From an optimization exercise on the open Yosys and OpenROAD flow, aimed at small area, a short achievable clock period and few clock cycles per item; shortcuts taken in it are not production practice. In this exercise RTL edits were held to simulation tests only and were not proved equivalent to the original. Power figures rest on the tool's default switching activity, not on a simulated workload.

File: flow/run.sh
#!/bin/bash
# Standard layout with two changes:
#  - synthesis leaves adders to ABC (ADDER_MAP_FILE empty: no full/half-adder
#    cell extraction), so ABC maps the whole datapath itself;
#  - the port buffers are buf_2 cells instead of the default choice.
set -euo pipefail
bash standard.sh ADDER_MAP_FILE= "BUFFER_PORTS_ARGS=-buffer_cell sky130_fd_sc_hd__buf_2" finish > standard_flow.log 2>&1
File: standard.sh
#!/bin/bash
# synth_recipe.tcl (not shown) runs the flow's synth.tcl, then flattens the netlist and writes it again
# the make line also repeats each setting of config.mk as NAME=value (left out here)
make -C /OpenROAD-flow-scripts/flow DESIGN_CONFIG=/design/flow/config.mk WORK_HOME=/design/flow/orfs CLKGATE_MAP_FILE= SYNTH_SCRIPT=/design/flow/synth_recipe.tcl "${@:-finish}"
File: config.mk
export PLATFORM = sky130hd
export DESIGN_NAME = ControlPID
export DESIGN_NICKNAME = ControlPID
export VERILOG_FILES = /design/flow/design.v
export SDC_FILE = /design/flow/constraint.sdc
export NUM_CORES = 4
export LEC_CHECK = 0
export ABC_AREA = 1
export CAP_MARGIN = 20
export CORE_MARGIN = 2
export CORE_UTILIZATION = 40
export SLEW_MARGIN = 20
File: constraint.sdc
create_clock -name core_clock -period 12.0 [get_ports {clk_i}]
set_input_delay 2.4000 -clock core_clock [delete_from_list [all_inputs] [get_ports {clk_i}]]
set_output_delay 2.4000 -clock core_clock [all_outputs]
set_load 0.01 [all_outputs]
File: design.v
`timescale 1ns / 1ps
module ControlPID(dataf_oo,y_k_i,clk_i,dataf_i,reset,coeff_1,coeff_2,coeff_3, ref_i, servo_o
    );
	 parameter WIDTH=12;
	 input wire clk_i;
	 input wire reset;
	 input wire dataf_i;
	 output wire dataf_oo;
	 output wire signed [WIDTH-1:0] servo_o;
	 input wire [WIDTH-1:0] y_k_i;
	 input signed [WIDTH-1:0] ref_i;
	 input wire signed [WIDTH-1:0] coeff_1;
	 input wire signed [WIDTH-1:0] coeff_2;
	 input wire signed [WIDTH-1:0] coeff_3;
	 function [11:0] ssub(input [11:0] a, input [11:0] b);
		reg [11:0] d;
		begin
			d = a - b;
			if (!a[11] && b[11] && d[11])       ssub = 12'h7FF;
			else if (a[11] && !b[11] && !d[11]) ssub = 12'hFFF;
			else                                ssub = d;
		end
	 endfunction
	 function [11:0] sadd(input [11:0] a, input [11:0] b);
		reg [11:0] s;
		begin
			s = a + b;
			if (!a[11] && !b[11] && s[11])      sadd = 12'h7FF;
			else if (a[11] && b[11] && !s[11])  sadd = 12'hFFF;
			else                                sadd = s;
		end
	 endfunction
	 reg [WIDTH-1:0] Regy_k_1, Reg_I_1, Reg_p, Reg_d;
	 reg s2;
	 wire [WIDTH-1:0] p_w, d_w;
	 smul_booth mul_p(.a(y_k_i), .b(coeff_2), .q(p_w));
	 wire [WIDTH-1:0] i_w;
	 smul_sadd mul_m(.a(ssub(ref_i, y_k_i)), .b(coeff_3), .c(Reg_I_1), .q(i_w));
	 smul_booth mul_d(.a(ssub(y_k_i, Regy_k_1)), .b(coeff_1), .q(d_w));
	 always @(posedge clk_i, posedge reset)
		if (reset) begin
			s2        <= 1'b0;
			Regy_k_1  <= 12'b0;
			Reg_I_1   <= 12'b0;
			Reg_p     <= 12'b0;
			Reg_d     <= 12'b0;
		end else begin
			s2 <= dataf_i;
			if (dataf_i) begin
				Reg_I_1   <= i_w;
				Regy_k_1  <= y_k_i;
				Reg_p     <= p_w;
				Reg_d     <= d_w;
			end
		end
	 assign dataf_oo = s2;
	 wire [12:0] x_w = {Reg_I_1[11], Reg_I_1} - {Reg_p[11], Reg_p};
	 wire [13:0] w_w = {{2{Reg_I_1[11]}}, Reg_I_1} - {{2{Reg_p[11]}}, Reg_p} - {{2{Reg_d[11]}}, Reg_d};
	 wire x_hi = ~x_w[12] &  x_w[11];
	 wire x_lo =  x_w[12] & ~x_w[11];
	 wire w_hi = ~w_w[13] & (w_w[12] | w_w[11]);
	 wire w_lo =  w_w[13] & ~(w_w[12] & w_w[11]);
	 wire [11:0] u_n = w_hi ? 12'h7FF : w_lo ? 12'hFFF : w_w[11:0];
	 assign servo_o  = x_hi ? (Reg_d[11] ? 12'h7FF : Reg_d ^ 12'h7FF) :
	                   x_lo ? ~Reg_d : u_n;
endmodule
module smul_booth(input [11:0] a, input [11:0] b, output [11:0] q);
  wire one0 = b[0] ^ 1'b0;
  wire two0 = (b[1] & ~b[0] & ~1'b0) | (~b[1] & b[0] & 1'b0);
  wire neg0 = b[1];
  wire r0_0 = ((one0 & a[0]) | (two0 & 1'b0)) ^ neg0;
  wire r0_1 = ((one0 & a[1]) | (two0 & a[0])) ^ neg0;
  wire r0_2 = ((one0 & a[2]) | (two0 & a[1])) ^ neg0;
  wire r0_3 = ((one0 & a[3]) | (two0 & a[2])) ^ neg0;
  wire r0_4 = ((one0 & a[4]) | (two0 & a[3])) ^ neg0;
  wire r0_5 = ((one0 & a[5]) | (two0 & a[4])) ^ neg0;
  wire r0_6 = ((one0 & a[6]) | (two0 & a[5])) ^ neg0;
  wire r0_7 = ((one0 & a[7]) | (two0 & a[6])) ^ neg0;
  wire r0_8 = ((one0 & a[8]) | (two0 & a[7])) ^ neg0;
  wire r0_9 = ((one0 & a[9]) | (two0 & a[8])) ^ neg0;
  wire r0_10 = ((one0 & a[10]) | (two0 & a[9])) ^ neg0;
  wire r0_11 = ((one0 & a[11]) | (two0 & a[10])) ^ neg0;
  wire r0_12 = ((one0 & a[11]) | (two0 & a[11])) ^ neg0;
  wire r0_13 = ((one0 & a[11]) | (two0 & a[11])) ^ neg0;
  wire one1 = b[2] ^ b[1];
  wire two1 = (b[3] & ~b[2] & ~b[1]) | (~b[3] & b[2] & b[1]);
  wire neg1 = b[3];
  wire r1_0 = ((one1 & a[0]) | (two1 & 1'b0)) ^ neg1;
  wire r1_1 = ((one1 & a[1]) | (two1 & a[0])) ^ neg1;
  wire r1_2 = ((one1 & a[2]) | (two1 & a[1])) ^ neg1;
  wire r1_3 = ((one1 & a[3]) | (two1 & a[2])) ^ neg1;
  wire r1_4 = ((one1 & a[4]) | (two1 & a[3])) ^ neg1;
  wire r1_5 = ((one1 & a[5]) | (two1 & a[4])) ^ neg1;
  wire r1_6 = ((one1 & a[6]) | (two1 & a[5])) ^ neg1;
  wire r1_7 = ((one1 & a[7]) | (two1 & a[6])) ^ neg1;
  wire r1_8 = ((one1 & a[8]) | (two1 & a[7])) ^ neg1;
  wire r1_9 = ((one1 & a[9]) | (two1 & a[8])) ^ neg1;
  wire r1_10 = ((one1 & a[10]) | (two1 & a[9])) ^ neg1;
  wire r1_11 = ((one1 & a[11]) | (two1 & a[10])) ^ neg1;
  wire one2 = b[4] ^ b[3];
  wire two2 = (b[5] & ~b[4] & ~b[3]) | (~b[5] & b[4] & b[3]);
  wire neg2 = b[5];
  wire r2_0 = ((one2 & a[0]) | (two2 & 1'b0)) ^ neg2;
  wire r2_1 = ((one2 & a[1]) | (two2 & a[0])) ^ neg2;
  wire r2_2 = ((one2 & a[2]) | (two2 & a[1])) ^ neg2;
  wire r2_3 = ((one2 & a[3]) | (two2 & a[2])) ^ neg2;
  wire r2_4 = ((one2 & a[4]) | (two2 & a[3])) ^ neg2;
  wire r2_5 = ((one2 & a[5]) | (two2 & a[4])) ^ neg2;
  wire r2_6 = ((one2 & a[6]) | (two2 & a[5])) ^ neg2;
  wire r2_7 = ((one2 & a[7]) | (two2 & a[6])) ^ neg2;
  wire r2_8 = ((one2 & a[8]) | (two2 & a[7])) ^ neg2;
  wire r2_9 = ((one2 & a[9]) | (two2 & a[8])) ^ neg2;
  wire one3 = b[6] ^ b[5];
  wire two3 = (b[7] & ~b[6] & ~b[5]) | (~b[7] & b[6] & b[5]);
  wire neg3 = b[7];
  wire r3_0 = ((one3 & a[0]) | (two3 & 1'b0)) ^ neg3;
  wire r3_1 = ((one3 & a[1]) | (two3 & a[0])) ^ neg3;
  wire r3_2 = ((one3 & a[2]) | (two3 & a[1])) ^ neg3;
  wire r3_3 = ((one3 & a[3]) | (two3 & a[2])) ^ neg3;
  wire r3_4 = ((one3 & a[4]) | (two3 & a[3])) ^ neg3;
  wire r3_5 = ((one3 & a[5]) | (two3 & a[4])) ^ neg3;
  wire r3_6 = ((one3 & a[6]) | (two3 & a[5])) ^ neg3;
  wire r3_7 = ((one3 & a[7]) | (two3 & a[6])) ^ neg3;
  wire one4 = b[8] ^ b[7];
  wire two4 = (b[9] & ~b[8] & ~b[7]) | (~b[9] & b[8] & b[7]);
  wire neg4 = b[9];
  wire r4_0 = ((one4 & a[0]) | (two4 & 1'b0)) ^ neg4;
  wire r4_1 = ((one4 & a[1]) | (two4 & a[0])) ^ neg4;
  wire r4_2 = ((one4 & a[2]) | (two4 & a[1])) ^ neg4;
  wire r4_3 = ((one4 & a[3]) | (two4 & a[2])) ^ neg4;
  wire r4_4 = ((one4 & a[4]) | (two4 & a[3])) ^ neg4;
  wire r4_5 = ((one4 & a[5]) | (two4 & a[4])) ^ neg4;
  wire one5 = b[10] ^ b[9];
  wire two5 = (b[11] & ~b[10] & ~b[9]) | (~b[11] & b[10] & b[9]);
  wire neg5 = b[11];
  wire r5_0 = ((one5 & a[0]) | (two5 & 1'b0)) ^ neg5;
  wire r5_1 = ((one5 & a[1]) | (two5 & a[0])) ^ neg5;
  wire r5_2 = ((one5 & a[2]) | (two5 & a[1])) ^ neg5;
  wire r5_3 = ((one5 & a[3]) | (two5 & a[2])) ^ neg5;
  wire t1 = r0_10^r1_8;
  wire t2 = r0_10&r1_8;
  wire t3 = r0_11^r1_9;
  wire t4 = r0_11&r1_9;
  wire t5 = r0_12^r1_10;
  wire t6 = r0_12&r1_10;
  wire t7 = r0_13^r1_11;
  wire t9 = r0_6^r1_4;
  wire t10 = r0_6&r1_4;
  wire t11 = r0_7^r1_5;
  wire t12 = r0_7&r1_5;
  wire t13 = r0_8^r1_6^r2_4;
  wire t14 = (r0_8&r1_6)|(r0_8&r2_4)|(r1_6&r2_4);
  wire t15 = r3_2^r4_0;
  wire t16 = r3_2&r4_0;
  wire t17 = r0_9^r1_7^r2_5;
  wire t18 = (r0_9&r1_7)|(r0_9&r2_5)|(r1_7&r2_5);
  wire t19 = r3_3^r4_1;
  wire t20 = r3_3&r4_1;
  wire t21 = r2_6^r3_4^r4_2;
  wire t22 = (r2_6&r3_4)|(r2_6&r4_2)|(r3_4&r4_2);
  wire t23 = r5_0^neg5^t1;
  wire t24 = (r5_0&neg5)|(r5_0&t1)|(neg5&t1);
  wire t25 = r2_7^r3_5^r4_3;
  wire t26 = (r2_7&r3_5)|(r2_7&r4_3)|(r3_5&r4_3);
  wire t27 = r5_1^t2^t3;
  wire t28 = (r5_1&t2)|(r5_1&t3)|(t2&t3);
  wire t29 = r2_8^r3_6^r4_4;
  wire t30 = (r2_8&r3_6)|(r2_8&r4_4)|(r3_6&r4_4);
  wire t31 = r5_2^t4^t5;
  wire t32 = (r5_2&t4)|(r5_2&t5)|(t4&t5);
  wire t33 = r2_9^r3_7^r4_5;
  wire t35 = r5_3^t6^t7;
  wire t37 = r0_4^r1_2;
  wire t38 = r0_4&r1_2;
  wire t39 = r0_5^r1_3;
  wire t40 = r0_5&r1_3;
  wire t41 = r2_2^r3_0^neg3;
  wire t42 = (r2_2&r3_0)|(r2_2&neg3)|(r3_0&neg3);
  wire t43 = r2_3^r3_1^t10;
  wire t44 = (r2_3&r3_1)|(r2_3&t10)|(r3_1&t10);
  wire t45 = neg4^t12^t13;
  wire t46 = (neg4&t12)|(neg4&t13)|(t12&t13);
  wire t47 = t14^t16^t17;
  wire t48 = (t14&t16)|(t14&t17)|(t16&t17);
  wire t49 = t18^t20^t21;
  wire t50 = (t18&t20)|(t18&t21)|(t20&t21);
  wire t51 = t22^t24^t25;
  wire t52 = (t22&t24)|(t22&t25)|(t24&t25);
  wire t53 = t26^t28^t29;
  wire t54 = (t26&t28)|(t26&t29)|(t28&t29);
  wire t55 = t30^t32^t33;
  wire t57 = r0_2^r1_0;
  wire t58 = r0_2&r1_0;
  wire t59 = r0_3^r1_1;
  wire t60 = r0_3&r1_1;
  wire t61 = r2_0^neg2^t37;
  wire t62 = (r2_0&neg2)|(r2_0&t37)|(neg2&t37);
  wire t63 = r2_1^t38^t39;
  wire t64 = (r2_1&t38)|(r2_1&t39)|(t38&t39);
  wire t65 = t9^t40^t41;
  wire t66 = (t9&t40)|(t9&t41)|(t40&t41);
  wire t67 = t11^t42^t43;
  wire t68 = (t11&t42)|(t11&t43)|(t42&t43);
  wire t69 = t15^t44^t45;
  wire t70 = (t15&t44)|(t15&t45)|(t44&t45);
  wire t71 = t19^t46^t47;
  wire t72 = (t19&t46)|(t19&t47)|(t46&t47);
  wire t73 = t23^t48^t49;
  wire t74 = (t23&t48)|(t23&t49)|(t48&t49);
  wire t75 = t27^t50^t51;
  wire t76 = (t27&t50)|(t27&t51)|(t50&t51);
  wire t77 = t31^t52^t53;
  wire t78 = (t31&t52)|(t31&t53)|(t52&t53);
  wire t79 = t35^t54^t55;
  wire [13:0] q0 = {t78,t76,t74,t72,t70,t68,t66,t64,t62,t60,t58,neg1,r0_1,r0_0};
  wire [13:0] q1 = {t79,t77,t75,t73,t71,t69,t67,t65,t63,t61,t59,t57,1'b0,neg0};
  wire [10:0] xa = a[10:0] ^ {11{a[11]}};
  wire [10:0] xb = b[10:0] ^ {11{b[11]}};
  wire [11:1] ta, tb;
  genvar i;
  generate for (i = 1; i <= 11; i = i + 1) begin : th
    assign ta[i] = |xa[10:i-1];
    assign tb[i] = |xb[10:i-1];
  end endgenerate
  wire big_w = (ta[3]&tb[11])|(ta[4]&tb[10])|(ta[5]&tb[9])|(ta[6]&tb[8])|(ta[7]&tb[7])|
               (ta[8]&tb[6])|(ta[9]&tb[5])|(ta[10]&tb[4])|(ta[11]&tb[3]);
  wire [13:0] p = q0 + q1;
  assign q = (big_w || (p[13] != p[12])) ? ((a[11]^b[11]) ? 12'hFFF : 12'h7FF) : {p[13], p[10:0]};
endmodule
module smul_sadd(input [11:0] a, input [11:0] b, input [11:0] c, output [11:0] q);
  function [11:0] sadd(input [11:0] a, input [11:0] b);
    reg [11:0] s;
    begin
      s = a + b;
      if (!a[11] && !b[11] && s[11])      sadd = 12'h7FF;
      else if (a[11] && b[11] && !s[11])  sadd = 12'hFFF;
      else                                sadd = s;
    end
  endfunction
  wire [13:0] s0, s1;
  wire big, neg;
  smul_booth_cs m(.a(a), .b(b), .s0(s0), .s1(s1), .big(big), .neg(neg));
  wire [13:0] p = s0 + s1;
  wire [13:0] t = s0 + s1 + {{2{c[11]}}, c};
  wire [2:0] adj = {~p[13] & p[11], ~p[13] & p[11], p[13] ^ p[11]};
  wire [13:0] v = {t[13:11] + adj, t[10:0]};
  wire v_hi = ~v[13] & (v[12] | v[11]);
  wire v_lo =  v[13] & ~(v[12] & v[11]);
  wire [11:0] q_n = v_hi ? 12'h7FF : v_lo ? 12'hFFF : v[11:0];
  wire ovf = big | (p[13] ^ p[12]);
  wire [11:0] q_s = neg ? sadd(12'hFFF, c) : sadd(12'h7FF, c);
  assign q = ovf ? q_s : q_n;
endmodule
module smul_booth_cs(input [11:0] a, input [11:0] b, output [13:0] s0, output [13:0] s1, output big, output neg);
  wire one0 = b[0] ^ 1'b0;
  wire two0 = (b[1] & ~b[0] & ~1'b0) | (~b[1] & b[0] & 1'b0);
  wire neg0 = b[1];
  wire r0_0 = ((one0 & a[0]) | (two0 & 1'b0)) ^ neg0;
  wire r0_1 = ((one0 & a[1]) | (two0 & a[0])) ^ neg0;
  wire r0_2 = ((one0 & a[2]) | (two0 & a[1])) ^ neg0;
  wire r0_3 = ((one0 & a[3]) | (two0 & a[2])) ^ neg0;
  wire r0_4 = ((one0 & a[4]) | (two0 & a[3])) ^ neg0;
  wire r0_5 = ((one0 & a[5]) | (two0 & a[4])) ^ neg0;
  wire r0_6 = ((one0 & a[6]) | (two0 & a[5])) ^ neg0;
  wire r0_7 = ((one0 & a[7]) | (two0 & a[6])) ^ neg0;
  wire r0_8 = ((one0 & a[8]) | (two0 & a[7])) ^ neg0;
  wire r0_9 = ((one0 & a[9]) | (two0 & a[8])) ^ neg0;
  wire r0_10 = ((one0 & a[10]) | (two0 & a[9])) ^ neg0;
  wire r0_11 = ((one0 & a[11]) | (two0 & a[10])) ^ neg0;
  wire r0_12 = ((one0 & a[11]) | (two0 & a[11])) ^ neg0;
  wire r0_13 = ((one0 & a[11]) | (two0 & a[11])) ^ neg0;
  wire one1 = b[2] ^ b[1];
  wire two1 = (b[3] & ~b[2] & ~b[1]) | (~b[3] & b[2] & b[1]);
  wire neg1 = b[3];
  wire r1_0 = ((one1 & a[0]) | (two1 & 1'b0)) ^ neg1;
  wire r1_1 = ((one1 & a[1]) | (two1 & a[0])) ^ neg1;
  wire r1_2 = ((one1 & a[2]) | (two1 & a[1])) ^ neg1;
  wire r1_3 = ((one1 & a[3]) | (two1 & a[2])) ^ neg1;
  wire r1_4 = ((one1 & a[4]) | (two1 & a[3])) ^ neg1;
  wire r1_5 = ((one1 & a[5]) | (two1 & a[4])) ^ neg1;
  wire r1_6 = ((one1 & a[6]) | (two1 & a[5])) ^ neg1;
  wire r1_7 = ((one1 & a[7]) | (two1 & a[6])) ^ neg1;
  wire r1_8 = ((one1 & a[8]) | (two1 & a[7])) ^ neg1;
  wire r1_9 = ((one1 & a[9]) | (two1 & a[8])) ^ neg1;
  wire r1_10 = ((one1 & a[10]) | (two1 & a[9])) ^ neg1;
  wire r1_11 = ((one1 & a[11]) | (two1 & a[10])) ^ neg1;
  wire one2 = b[4] ^ b[3];
  wire two2 = (b[5] & ~b[4] & ~b[3]) | (~b[5] & b[4] & b[3]);
  wire neg2 = b[5];
  wire r2_0 = ((one2 & a[0]) | (two2 & 1'b0)) ^ neg2;
  wire r2_1 = ((one2 & a[1]) | (two2 & a[0])) ^ neg2;
  wire r2_2 = ((one2 & a[2]) | (two2 & a[1])) ^ neg2;
  wire r2_3 = ((one2 & a[3]) | (two2 & a[2])) ^ neg2;
  wire r2_4 = ((one2 & a[4]) | (two2 & a[3])) ^ neg2;
  wire r2_5 = ((one2 & a[5]) | (two2 & a[4])) ^ neg2;
  wire r2_6 = ((one2 & a[6]) | (two2 & a[5])) ^ neg2;
  wire r2_7 = ((one2 & a[7]) | (two2 & a[6])) ^ neg2;
  wire r2_8 = ((one2 & a[8]) | (two2 & a[7])) ^ neg2;
  wire r2_9 = ((one2 & a[9]) | (two2 & a[8])) ^ neg2;
  wire one3 = b[6] ^ b[5];
  wire two3 = (b[7] & ~b[6] & ~b[5]) | (~b[7] & b[6] & b[5]);
  wire neg3 = b[7];
  wire r3_0 = ((one3 & a[0]) | (two3 & 1'b0)) ^ neg3;
  wire r3_1 = ((one3 & a[1]) | (two3 & a[0])) ^ neg3;
  wire r3_2 = ((one3 & a[2]) | (two3 & a[1])) ^ neg3;
  wire r3_3 = ((one3 & a[3]) | (two3 & a[2])) ^ neg3;
  wire r3_4 = ((one3 & a[4]) | (two3 & a[3])) ^ neg3;
  wire r3_5 = ((one3 & a[5]) | (two3 & a[4])) ^ neg3;
  wire r3_6 = ((one3 & a[6]) | (two3 & a[5])) ^ neg3;
  wire r3_7 = ((one3 & a[7]) | (two3 & a[6])) ^ neg3;
  wire one4 = b[8] ^ b[7];
  wire two4 = (b[9] & ~b[8] & ~b[7]) | (~b[9] & b[8] & b[7]);
  wire neg4 = b[9];
  wire r4_0 = ((one4 & a[0]) | (two4 & 1'b0)) ^ neg4;
  wire r4_1 = ((one4 & a[1]) | (two4 & a[0])) ^ neg4;
  wire r4_2 = ((one4 & a[2]) | (two4 & a[1])) ^ neg4;
  wire r4_3 = ((one4 & a[3]) | (two4 & a[2])) ^ neg4;
  wire r4_4 = ((one4 & a[4]) | (two4 & a[3])) ^ neg4;
  wire r4_5 = ((one4 & a[5]) | (two4 & a[4])) ^ neg4;
  wire one5 = b[10] ^ b[9];
  wire two5 = (b[11] & ~b[10] & ~b[9]) | (~b[11] & b[10] & b[9]);
  wire neg5 = b[11];
  wire r5_0 = ((one5 & a[0]) | (two5 & 1'b0)) ^ neg5;
  wire r5_1 = ((one5 & a[1]) | (two5 & a[0])) ^ neg5;
  wire r5_2 = ((one5 & a[2]) | (two5 & a[1])) ^ neg5;
  wire r5_3 = ((one5 & a[3]) | (two5 & a[2])) ^ neg5;
  wire t1 = r0_10^r1_8;
  wire t2 = r0_10&r1_8;
  wire t3 = r0_11^r1_9;
  wire t4 = r0_11&r1_9;
  wire t5 = r0_12^r1_10;
  wire t6 = r0_12&r1_10;
  wire t7 = r0_13^r1_11;
  wire t9 = r0_6^r1_4;
  wire t10 = r0_6&r1_4;
  wire t11 = r0_7^r1_5;
  wire t12 = r0_7&r1_5;
  wire t13 = r0_8^r1_6^r2_4;
  wire t14 = (r0_8&r1_6)|(r0_8&r2_4)|(r1_6&r2_4);
  wire t15 = r3_2^r4_0;
  wire t16 = r3_2&r4_0;
  wire t17 = r0_9^r1_7^r2_5;
  wire t18 = (r0_9&r1_7)|(r0_9&r2_5)|(r1_7&r2_5);
  wire t19 = r3_3^r4_1;
  wire t20 = r3_3&r4_1;
  wire t21 = r2_6^r3_4^r4_2;
  wire t22 = (r2_6&r3_4)|(r2_6&r4_2)|(r3_4&r4_2);
  wire t23 = r5_0^neg5^t1;
  wire t24 = (r5_0&neg5)|(r5_0&t1)|(neg5&t1);
  wire t25 = r2_7^r3_5^r4_3;
  wire t26 = (r2_7&r3_5)|(r2_7&r4_3)|(r3_5&r4_3);
  wire t27 = r5_1^t2^t3;
  wire t28 = (r5_1&t2)|(r5_1&t3)|(t2&t3);
  wire t29 = r2_8^r3_6^r4_4;
  wire t30 = (r2_8&r3_6)|(r2_8&r4_4)|(r3_6&r4_4);
  wire t31 = r5_2^t4^t5;
  wire t32 = (r5_2&t4)|(r5_2&t5)|(t4&t5);
  wire t33 = r2_9^r3_7^r4_5;
  wire t35 = r5_3^t6^t7;
  wire t37 = r0_4^r1_2;
  wire t38 = r0_4&r1_2;
  wire t39 = r0_5^r1_3;
  wire t40 = r0_5&r1_3;
  wire t41 = r2_2^r3_0^neg3;
  wire t42 = (r2_2&r3_0)|(r2_2&neg3)|(r3_0&neg3);
  wire t43 = r2_3^r3_1^t10;
  wire t44 = (r2_3&r3_1)|(r2_3&t10)|(r3_1&t10);
  wire t45 = neg4^t12^t13;
  wire t46 = (neg4&t12)|(neg4&t13)|(t12&t13);
  wire t47 = t14^t16^t17;
  wire t48 = (t14&t16)|(t14&t17)|(t16&t17);
  wire t49 = t18^t20^t21;
  wire t50 = (t18&t20)|(t18&t21)|(t20&t21);
  wire t51 = t22^t24^t25;
  wire t52 = (t22&t24)|(t22&t25)|(t24&t25);
  wire t53 = t26^t28^t29;
  wire t54 = (t26&t28)|(t26&t29)|(t28&t29);
  wire t55 = t30^t32^t33;
  wire t57 = r0_2^r1_0;
  wire t58 = r0_2&r1_0;
  wire t59 = r0_3^r1_1;
  wire t60 = r0_3&r1_1;
  wire t61 = r2_0^neg2^t37;
  wire t62 = (r2_0&neg2)|(r2_0&t37)|(neg2&t37);
  wire t63 = r2_1^t38^t39;
  wire t64 = (r2_1&t38)|(r2_1&t39)|(t38&t39);
  wire t65 = t9^t40^t41;
  wire t66 = (t9&t40)|(t9&t41)|(t40&t41);
  wire t67 = t11^t42^t43;
  wire t68 = (t11&t42)|(t11&t43)|(t42&t43);
  wire t69 = t15^t44^t45;
  wire t70 = (t15&t44)|(t15&t45)|(t44&t45);
  wire t71 = t19^t46^t47;
  wire t72 = (t19&t46)|(t19&t47)|(t46&t47);
  wire t73 = t23^t48^t49;
  wire t74 = (t23&t48)|(t23&t49)|(t48&t49);
  wire t75 = t27^t50^t51;
  wire t76 = (t27&t50)|(t27&t51)|(t50&t51);
  wire t77 = t31^t52^t53;
  wire t78 = (t31&t52)|(t31&t53)|(t52&t53);
  wire t79 = t35^t54^t55;
  wire [13:0] q0 = {t78,t76,t74,t72,t70,t68,t66,t64,t62,t60,t58,neg1,r0_1,r0_0};
  wire [13:0] q1 = {t79,t77,t75,t73,t71,t69,t67,t65,t63,t61,t59,t57,1'b0,neg0};
  wire [10:0] xa = a[10:0] ^ {11{a[11]}};
  wire [10:0] xb = b[10:0] ^ {11{b[11]}};
  wire [11:1] ta, tb;
  genvar i;
  generate for (i = 1; i <= 11; i = i + 1) begin : th
    assign ta[i] = |xa[10:i-1];
    assign tb[i] = |xb[10:i-1];
  end endgenerate
  wire big_w = (ta[3]&tb[11])|(ta[4]&tb[10])|(ta[5]&tb[9])|(ta[6]&tb[8])|(ta[7]&tb[7])|
               (ta[8]&tb[6])|(ta[9]&tb[5])|(ta[10]&tb[4])|(ta[11]&tb[3]);
  assign s0 = q0;
  assign s1 = q1;
  assign big = big_w;
  assign neg = a[11]^b[11];
endmodule
==> results.txt <==
-- logic make-up after synthesis --
| family | after synthesis | synth area share [%] |
|---|---|---|
| flip-flops | 49 | 7.93 |
| XOR/XNOR | 249 | 14.2 |
| AO/OA/AOI/OAI | 371 | 14.2 |
| multiplexers | 1 | 0.0729 |
| AND/OR/NAND/NOR | 1811 | 51.6 |
| buffers and inverters | 469 | 12.1 |
-- per-stage QoR --
stage	instance area [um2]	setup slack, ns	std cells	utilization (%)
after detailed placement	16200	4.26	3479	42.1
after global routing	16300	3.90	3487	42.5
after global placement	16200	4.48	3479	42.1
after CTS	16300	4.58	3487	42.5
after floorplan	15500	5.82	2950	-
final	16300	4.49	3487	42.5
-- path summary, 6_finish.rpt --
| kind | slack, ns | end | from | depth (start not counted) |
|---|---|---|---|---|
| setup / recovery | 4.49 | Reg_p[8]$_DFFE_PP0P_ | coeff_2[3] | 25 |
| hold / removal | 0.55 | Regy_k_1[11]$_DFFE_PP0P_ | Regy_k_1[11]$_DFFE_PP0P_ | 2 |
| setup reg to reg | 6.95 | Reg_d[2]$_DFFE_PP0P_ | Regy_k_1[4]$_DFFE_PP0P_ | 34 |
| hold reg to reg | 0.55 | Regy_k_1[11]$_DFFE_PP0P_ | Regy_k_1[11]$_DFFE_PP0P_ | 2 |
| max in group asynchronous | 9.28 | Reg_p[4]$_DFFE_PP0P_ | reset | 3 |
| min in group asynchronous | 2.26 | s2$_DFF_PP0_ | reset | 3 |
-- power groups by stage --
stage	logic, mW	clock network, mW	registers, mW
after floorplan	2.54	0	0.194
after global placement	3.04	0	0.214
after detailed placement	3.10	0	0.215
after CTS	3.11	0.154	0.211
after global routing	3.58	0.162	0.214
final	3.11	0.152	0.211
-- sequential cells by signal, indices dropped and copies added (netlist names) --
register and cells:
Reg_I_1 12, Reg_d 12, Reg_p 12, Regy_k_1 12, s2 1
-- placed cells by master, fill, tap and decap left out, types with 13 or more instances in the layout --
cell         n
nor2_2      13
nand4_1     22
nand3b_1    13
nor2_1     263
o21ai_0    127
nand3_2     26
nand2_2     65
a21oi_1     67
nor3_1      18
a22oi_1     13
inv_1      349
o21ai_1     22
inv_2       44
or2_2       28
nand2_1   1076
buf_2       75
xor2_1     203
dfrtp_1     49
xnor2_1     45
o22ai_1     73
nand3_1    242
-- cell type report --
cell class                 count  area, um2
fill                        4325      22100
multi-input combinational   2432      12400
clock inverter                 3       26.3
tap                          518        648
clock buffer                   5        125
timing repair buffer          78        398
inverter                     402       1510
sequential                    49       1230
-- critical path, cell delays in order --
cell and delay [ns]:
buf_2 0.15, clkinv_1 0.46, o21ai_0 1.03, o22ai_1 0.17, xor2_1 0.21, or2_2 0.32, nand2_1 0.11, xor2_1 0.19
nor2_1 0.07, inv_1 0.07, nand2_1 0.08, o21ai_0 0.28, nand3_1 0.11, nand3_1 0.08, nand2_1 0.08, o211ai_1 0.17
nand2_1 0.10, o211ai_1 0.18, nand3_1 0.09, nand3_1 0.07, nand2_1 0.06, xnor2_1 0.14, nand3b_1 0.19, a21oi_1 0.69
a22oi_1 0.16
-- layer usage --
metal  part of all wire (%)  global-route usage [%]  vias to the layer above
met5                  0.027                       0                        -
li1                       -                       -                     9378
met1                     46                    30.5                     8101
met2                     47                    42.1                      396
met3                    4.1                    2.24                       53
met4                    1.9                    5.21                        2
==> flow_metrics.tcl <==
set metrics [dict create \
    grt_max_degree 50 \
    comb_power_share_pct 89.6 \
    setup_violations 0 \
    yosys-top-cells-count "nand2_1, inv_1, nor2_1" \
    vias_per_cell 5.14 \
    clock_skew_ns 0.0118 \
    fin_nets 3031 \
    start_kind "input port" \
    gp_congestion 0.930 \
    slew_headroom_pct 27.4 \
    wl_mm 47.9 \
    fin_crit_ns 7.51 \
    antennaDiodeCount 0 \
    cts_resized 0 \
    grt_pass1_wl_mm 79.9 \
    synth_cell_types 64 \
    ios 76 \
    core_mm2 0.0384 \
    p_clk_share_pct 4.4 \
    cap_violations 0 \
    grt_overflow_total 0 \
    synthCells 2950 \
    p_int_mw 1.32 \
    wl_per_cell_um 13.7 \
    track_usage_pct 23.5 \
    critPathMaxFanout 15 \
    synth.avg_cell_area_um2 5.24 \
    hpwl_mm 39.5 \
    die_area_mm2 0.0402 \
    hold_viol_final 0 \
    rsz0062_at_grt "no" \
    rows 72 \
    fmax_mhz 133 \
    ys.flop_type "dfrtp_1" \
    min_period_over_period_pct 62.6 \
    holdWs_ns 0.545 \
    drt_iter0_markers 1144 \
    die_y_um 201 \
    yosysSeqAreaShare_pct 7.93 \
    h-tree-depth 2 \
    drt_pass1_iterations 8 \
    cp.arrival_ns 7.65 \
    tightest_slew_ns 1.08 \
    vdd_ir_drop_max_mv 0.165 \
    worstSetupPathType "input port to flop" \
    finalSetupTns_ns 0 \
    syn_to_final_growth_pct 5.49 \
    power_mw 3.47 \
    maxSlewViolCount 0 \
    ys_seq_elements 49 \
    synth_top_cell_by_area "nand2_1" \
    cts.clk_slew.worst_paths_ns 0.08 \
    cts_sinks 49 \
    cts_buffers 5 \
    leakage_nw 9.40 \
    route.detailed.drc 0 \
    hp-class "flop to flop" \
    outcome "complete, no violations" \
    synth_top_area_share_pct 26.1 \
    synth_nets 3013 \
    netlist_area_mm2 0.0155 \
    clockRootBuffer "clkbuf_16" \
    worstSetupEndpointType "flop" \
    hold_buffers 0 \
    synth_edf_count 0 \
    power_switching_mw 2.16 \
    io_buffers 75 \
    initial_core_util_pct 40.3 \
    die_w_um 201 \
    antenna_found_initial 1 \
    post_cts_buffers 0 \
    p_seq_share_pct 6.1 \
    swShare_pct 62.1 \
    grt_pass1_vias 16600 \
    vias 17900 \
    ant_nets 0 \
    critPathRequiredTime_ns 12.14 \
    cts_buffer_depth 2 \
    cts_tree "done" \
    yosysMostFrequentCell "nand2_1" \
    async_reset_ff_share_pct 100 \
    power.density_mw_per_mm2 213 \
    yosys-top-cells-area "nand2_1, xor2_1, inv_1, dfrtp_1, nand3_1" \
    worstSkewPairLatency_ns 0.31 \
    yosysWarnings 2 \
    drive_gt1_share_pct 10.3 \
]
Testbench counts, summed over its fixed seeds: cycles 4,800, items 2,400.

[afterwards: timing with drivers on the ports]
In the flow no input, the clock included, has a driving cell. The finished layout below was timed again as built, in two steps.
Step 1, drivers: a clkbuf_16 drives clk_i and a buf_2 each remaining input, both assumed.
Step 2, shift: input delay + t, output delay - t, t = (earliest + latest rising clock arrival at the registers) / 2. This alone moves slack from input paths to output paths.
Slacks: ideal ports / drivers / drivers and shift; pairs: ideal ports / drivers.
t, ns: 0.349
setup slack, ns: 4.487 / 4.493 / 4.144
hold WS [ns]: 0.545 / 0.545 / 0.545
pins driven straight from the clock port: 1
After both steps this run still meets setup and hold. The setup slack of this run moves by +0.006 ns with the drivers and by -0.343 ns with both steps.
